This is an optimization exercise on Yosys and OpenROAD, whose aim is small area, not a production implementation. In this exercise RTL edits were held to simulation tests only and were not proved equivalent to the original. No activity file was given, so power comes from the tool's default toggle rates. No driver is modelled on the clock port, so clocking that relies on it looks cheaper here than on a real chip.

// mem_tester
module mem_tester
#(
  parameter DRAM_DATA_SIZE = 16,
  parameter DRAM_COL_SIZE = 9,
  parameter DRAM_ROW_SIZE = 13,
  parameter DRAM_TEST_ROWBNK = 7  
)
(
	input clk,
	input rst_n,
	output reg [31:0] passcount,
	output reg [31:0] failcount,
	input  [DRAM_DATA_SIZE-1:0] DRAM_DQ_I,
	output [DRAM_DATA_SIZE-1:0] DRAM_DQ_O,
	output DRAM_DQ_OE,
	output [DRAM_ROW_SIZE-1:0] DRAM_ADDR,
	output DRAM_LDQM,DRAM_UDQM,
	output DRAM_WE_N,
	output DRAM_CAS_N,
	output DRAM_RAS_N,
	output DRAM_CS_N,
	output DRAM_BA_0,
	output DRAM_BA_1
);
clock: 5.0 ns
lec_check: 0
cap_margin: 20
core_margin: 2
core_utilization: 55
cts_buf_list: sky130_fd_sc_hd__clkbuf_8
cts_cluster_diameter: 50
cts_cluster_size: 16
place_density: 0.75
slew_margin: 20
standard.sh (not shown) runs the stock make flow with config.mk's settings and CLKGATE_MAP_FILE= SYNTH_SCRIPT=/design/flow/synth_recipe.tcl, a recipe that flattens the netlist after the stock synthesis.
==> flow/flow/run.sh <==
#!/bin/bash
# Own layout flow: the standard flow (standard.sh, unchanged synthesis) with
#  - port buffers of the smallest buffer cell instead of the default choice,
#  - clock tree built from clkbuf_8 clusters without dummy loads.
# The full output of the ORFS run is kept in standard.log; ORFS's per-step logs
# are under orfs/logs/.
set -euo pipefail
export BUFFER_PORTS_ARGS="-buffer_cell sky130_fd_sc_hd__buf_1"
export CTS_ARGS="-sink_clustering_enable -repair_clock_nets -sink_clustering_size 19 -sink_clustering_max_diameter 60 -buf_list sky130_fd_sc_hd__clkbuf_8 -dont_use_dummy_load"
bash standard.sh > standard.log 2>&1
The baseline ran to the end with no violations.
Change:
--- a/flow/flow/run.sh
+++ b/flow/flow/run.sh
@@ -7,4 +7,4 @@
 set -euo pipefail
 export BUFFER_PORTS_ARGS="-buffer_cell sky130_fd_sc_hd__buf_1"
-export CTS_ARGS="-sink_clustering_enable -repair_clock_nets -sink_clustering_size 19 -sink_clustering_max_diameter 60 -buf_list sky130_fd_sc_hd__clkbuf_8 -dont_use_dummy_load"
+export CTS_ARGS="-sink_clustering_enable -repair_clock_nets -sink_clustering_size 34 -sink_clustering_max_diameter 100 -buf_list sky130_fd_sc_hd__clkbuf_16 -dont_use_dummy_load"
 bash standard.sh > standard.log 2>&1
The changed run ran to the end with no violations.
Utilization stays flat.
Die area does not change.
Global-route usage drops by 0.24 points.
Final cell count drops by 1.4%.
Wire length hardly moves.
Via count drops by 1.5%.
First-iteration DRC count drops by 0.91%.
Sequential cell count stays the same.
Change:
--- a/flow/flow/run.sh
+++ b/flow/flow/run.sh
@@ -7,4 +7,4 @@
 set -euo pipefail
 export BUFFER_PORTS_ARGS="-buffer_cell sky130_fd_sc_hd__buf_1"
-export CTS_ARGS="-sink_clustering_enable -repair_clock_nets -sink_clustering_size 34 -sink_clustering_max_diameter 100 -buf_list sky130_fd_sc_hd__clkbuf_16 -dont_use_dummy_load"
+export CTS_ARGS="-sink_clustering_enable -repair_clock_nets -sink_clustering_size 36 -sink_clustering_max_diameter 45 -buf_list sky130_fd_sc_hd__clkbuf_16 -dont_use_dummy_load"
 bash standard.sh > standard.log 2>&1
CORE_UTILIZATION = 65   (was 55)
CTS_BUF_LIST = unset   (was sky130_fd_sc_hd__clkbuf_8)
CTS_CLUSTER_DIAMETER = unset   (was 50)
CTS_CLUSTER_SIZE = unset   (was 16)
PLACE_DENSITY = 0.85   (was 0.75)
The changed run finished clean.
Sequential power hardly moves.
Design area goes up by about 1.8%.
Via count rose by about 5%.
Combinational power went up by about 5%.
Worst setup slack gets worse by 0.16 ns.
Die area goes down by about 15%.
Change:
--- a/flow/flow/run.sh
+++ b/flow/flow/run.sh
@@ -7,4 +7,4 @@
 set -euo pipefail
 export BUFFER_PORTS_ARGS="-buffer_cell sky130_fd_sc_hd__buf_1"
-export CTS_ARGS="-sink_clustering_enable -repair_clock_nets -sink_clustering_size 36 -sink_clustering_max_diameter 45 -buf_list sky130_fd_sc_hd__clkbuf_16 -dont_use_dummy_load"
+export CTS_ARGS="-sink_clustering_enable -repair_clock_nets -sink_clustering_size 16 -sink_clustering_max_diameter 50 -buf_list sky130_fd_sc_hd__clkbuf_8 -dont_use_dummy_load"
 bash standard.sh > standard.log 2>&1
CORE_UTILIZATION = 55   (was 65)
CTS_BUF_LIST = sky130_fd_sc_hd__clkbuf_8   (was unset)
CTS_CLUSTER_DIAMETER = 50   (was unset)
CTS_CLUSTER_SIZE = 16   (was unset)
PLACE_DENSITY = 0.75   (was 0.85)
Global-route usage drops by 5.1 points.
Power drops by 6.2%.
Count of clock-buffer cells in the layout went up by 38.
Design area decreases by 0.99%.
Register-to-register slack gets better by 0.13 ns.
Maximum frequency is higher by 2.9%.
Die area goes up by 18%.


Another version of the RTL of mem_tester (not shown whole).
Size in the first run: ~2000 flip-flops, about 120 I/O pins, roughly 0.048 mm^2 of cells after synthesis.
## mem_tester
module mem_tester
#(
  parameter DRAM_DATA_SIZE = 16,
  parameter DRAM_COL_SIZE = 9,
  parameter DRAM_ROW_SIZE = 13,
  parameter DRAM_TEST_ROWBNK = 7  
)
(
	input clk,
	input rst_n,
	output reg [31:0] passcount,
	output reg [31:0] failcount,
	input  [DRAM_DATA_SIZE-1:0] DRAM_DQ_I,
	output [DRAM_DATA_SIZE-1:0] DRAM_DQ_O,
	output DRAM_DQ_OE,
	output [DRAM_ROW_SIZE-1:0] DRAM_ADDR,
	output DRAM_LDQM,DRAM_UDQM,
	output DRAM_WE_N,
	output DRAM_CAS_N,
	output DRAM_RAS_N,
	output DRAM_CS_N,
	output DRAM_BA_0,
	output DRAM_BA_1
);
Settings: LEC_CHECK=0, CAP_MARGIN=20, CORE_MARGIN=2, CORE_UTILIZATION=70, PLACE_DENSITY=0.9, SLEW_MARGIN=20; clock period 5.0 ns.
==> flow/flow/run.sh <==
#!/bin/bash
# Own layout flow: the standard flow (standard.sh, unchanged synthesis) with
#  - port buffers of the smallest buffer cell instead of the default choice,
#  - clock tree built from clkbuf_8 clusters of up to 20 flip-flops, without
#    dummy loads.
# The full output of the ORFS run is kept in standard.log; ORFS's per-step logs
# are under orfs/logs/.
set -euo pipefail
export BUFFER_PORTS_ARGS="-buffer_cell sky130_fd_sc_hd__buf_1"
export CTS_ARGS="-sink_clustering_enable -repair_clock_nets -sink_clustering_size 20 -sink_clustering_max_diameter 60 -buf_list sky130_fd_sc_hd__clkbuf_8 -dont_use_dummy_load"
bash standard.sh > standard.log 2>&1
The starting point went through all stages and came out clean.
==> next run, changes <==
==> flow/flow/run.sh (replaced) <==
#!/bin/bash
# Own layout flow: the standard flow (standard.sh, unchanged synthesis) with
#  - port buffers of the smallest buffer cell instead of the default choice,
#  - clock tree built from clkbuf_8 clusters of up to 19 flip-flops, without
#    dummy loads.
# The full output of the ORFS run is kept in standard.log; ORFS's per-step logs
# are under orfs/logs/.
set -euo pipefail
export BUFFER_PORTS_ARGS="-buffer_cell sky130_fd_sc_hd__buf_1"
export CTS_ARGS="-sink_clustering_enable -repair_clock_nets -sink_clustering_size 18 -sink_clustering_max_diameter 60 -buf_list sky130_fd_sc_hd__clkbuf_8 -dont_use_dummy_load"
bash standard.sh > standard.log 2>&1
After rerunning: The changed run ran to the end with no violations; first-iteration DRC count is lower by a few percent; clock power goes up by a little under a tenth; count of clock-buffer cells in the layout came out higher by 19; sequential cell count does not change; global-route usage is higher by 0.43 points; total power is higher by a few percent; die area stays the same; final area is higher slightly.
==> next run, changes <==
--- a/flow/flow/run.sh
+++ b/flow/flow/run.sh
@@ -9,3 +9,3 @@
 export BUFFER_PORTS_ARGS="-buffer_cell sky130_fd_sc_hd__buf_1"
-export CTS_ARGS="-sink_clustering_enable -repair_clock_nets -sink_clustering_size 18 -sink_clustering_max_diameter 60 -buf_list sky130_fd_sc_hd__clkbuf_8 -dont_use_dummy_load"
+export CTS_ARGS="-sink_clustering_enable -repair_clock_nets -sink_clustering_size 19 -sink_clustering_max_diameter 60 -buf_list sky130_fd_sc_hd__clkbuf_8 -dont_use_dummy_load"
 bash standard.sh > standard.log 2>&1
--- a/flow/config.mk
+++ b/flow/config.mk
@@ -9,4 +9,7 @@
 export CORE_MARGIN = 2
-export CORE_UTILIZATION = 70
-export PLACE_DENSITY = 0.9
+export CORE_UTILIZATION = 55
+export CTS_BUF_LIST = sky130_fd_sc_hd__clkbuf_8
+export CTS_CLUSTER_DIAMETER = 50
+export CTS_CLUSTER_SIZE = 16
+export PLACE_DENSITY = 0.75
 export SLEW_MARGIN = 20
Result: The new run finished clean. Hold slack gets better by 0.072 ns. Wire length fell by 14%. Worst setup slack is better by 0.23 ns. First-iteration DRC count is lower by 19%. Synthesized area does not change.
==> next run, changes <==
--- a/flow/flow/run.sh
+++ b/flow/flow/run.sh
@@ -9,3 +9,3 @@
 export BUFFER_PORTS_ARGS="-buffer_cell sky130_fd_sc_hd__buf_1"
-export CTS_ARGS="-sink_clustering_enable -repair_clock_nets -sink_clustering_size 19 -sink_clustering_max_diameter 60 -buf_list sky130_fd_sc_hd__clkbuf_8 -dont_use_dummy_load"
+export CTS_ARGS="-sink_clustering_enable -repair_clock_nets -sink_clustering_size 20 -sink_clustering_max_diameter 60 -buf_list sky130_fd_sc_hd__clkbuf_8 -dont_use_dummy_load"
 bash standard.sh > standard.log 2>&1
--- a/flow/config.mk
+++ b/flow/config.mk
@@ -9,7 +9,4 @@
 export CORE_MARGIN = 2
-export CORE_UTILIZATION = 55
-export CTS_BUF_LIST = sky130_fd_sc_hd__clkbuf_8
-export CTS_CLUSTER_DIAMETER = 50
-export CTS_CLUSTER_SIZE = 16
-export PLACE_DENSITY = 0.75
+export CORE_UTILIZATION = 70
+export PLACE_DENSITY = 0.9
 export SLEW_MARGIN = 20
=> Via count increases by a few percent; flip-flop and latch count does not change; final cell count goes down by a few percent; worst hold slack is worse by 0.062 ns; cell area drops slightly.

what the ideal ports hide:
Ports are ideal in the flow. The routed layouts listed here were re-timed in OpenROAD.
Step 1: set_driving_cell puts a clkbuf_16 on clk and a buf_2 on each other input, an assumption about the parent block.
Step 2, shift: input delay + t, output delay - t, t = (earliest + latest rising clock arrival at the registers) / 2. This alone moves slack from input paths to output paths.
a / b / c = ideal / step 1 / step 2; a / b = the first two.
run	t, ns	setup slack, ns	pins driven straight from the clock port
the first run of note 1	0.834	0.428 / 0.428 / 0.428	1
the second run of note 1	0.701	0.491 / 0.491 / 0.491	1
the third run of note 1	0.731	0.331 / 0.331 / 0.331	1
the fourth run of note 1	0.846	0.462 / 0.462 / 0.462	1
the first run of note 2	0.806	0.394 / 0.394 / 0.394	1
the second run of note 2	0.816	0.417 / 0.417 / 0.417	1
the third run of note 2	0.814	0.649 / 0.649 / 0.649	1
the fourth run of note 2	0.806	0.394 / 0.394 / 0.394	1
After both steps setup and hold are still met in every run listed.
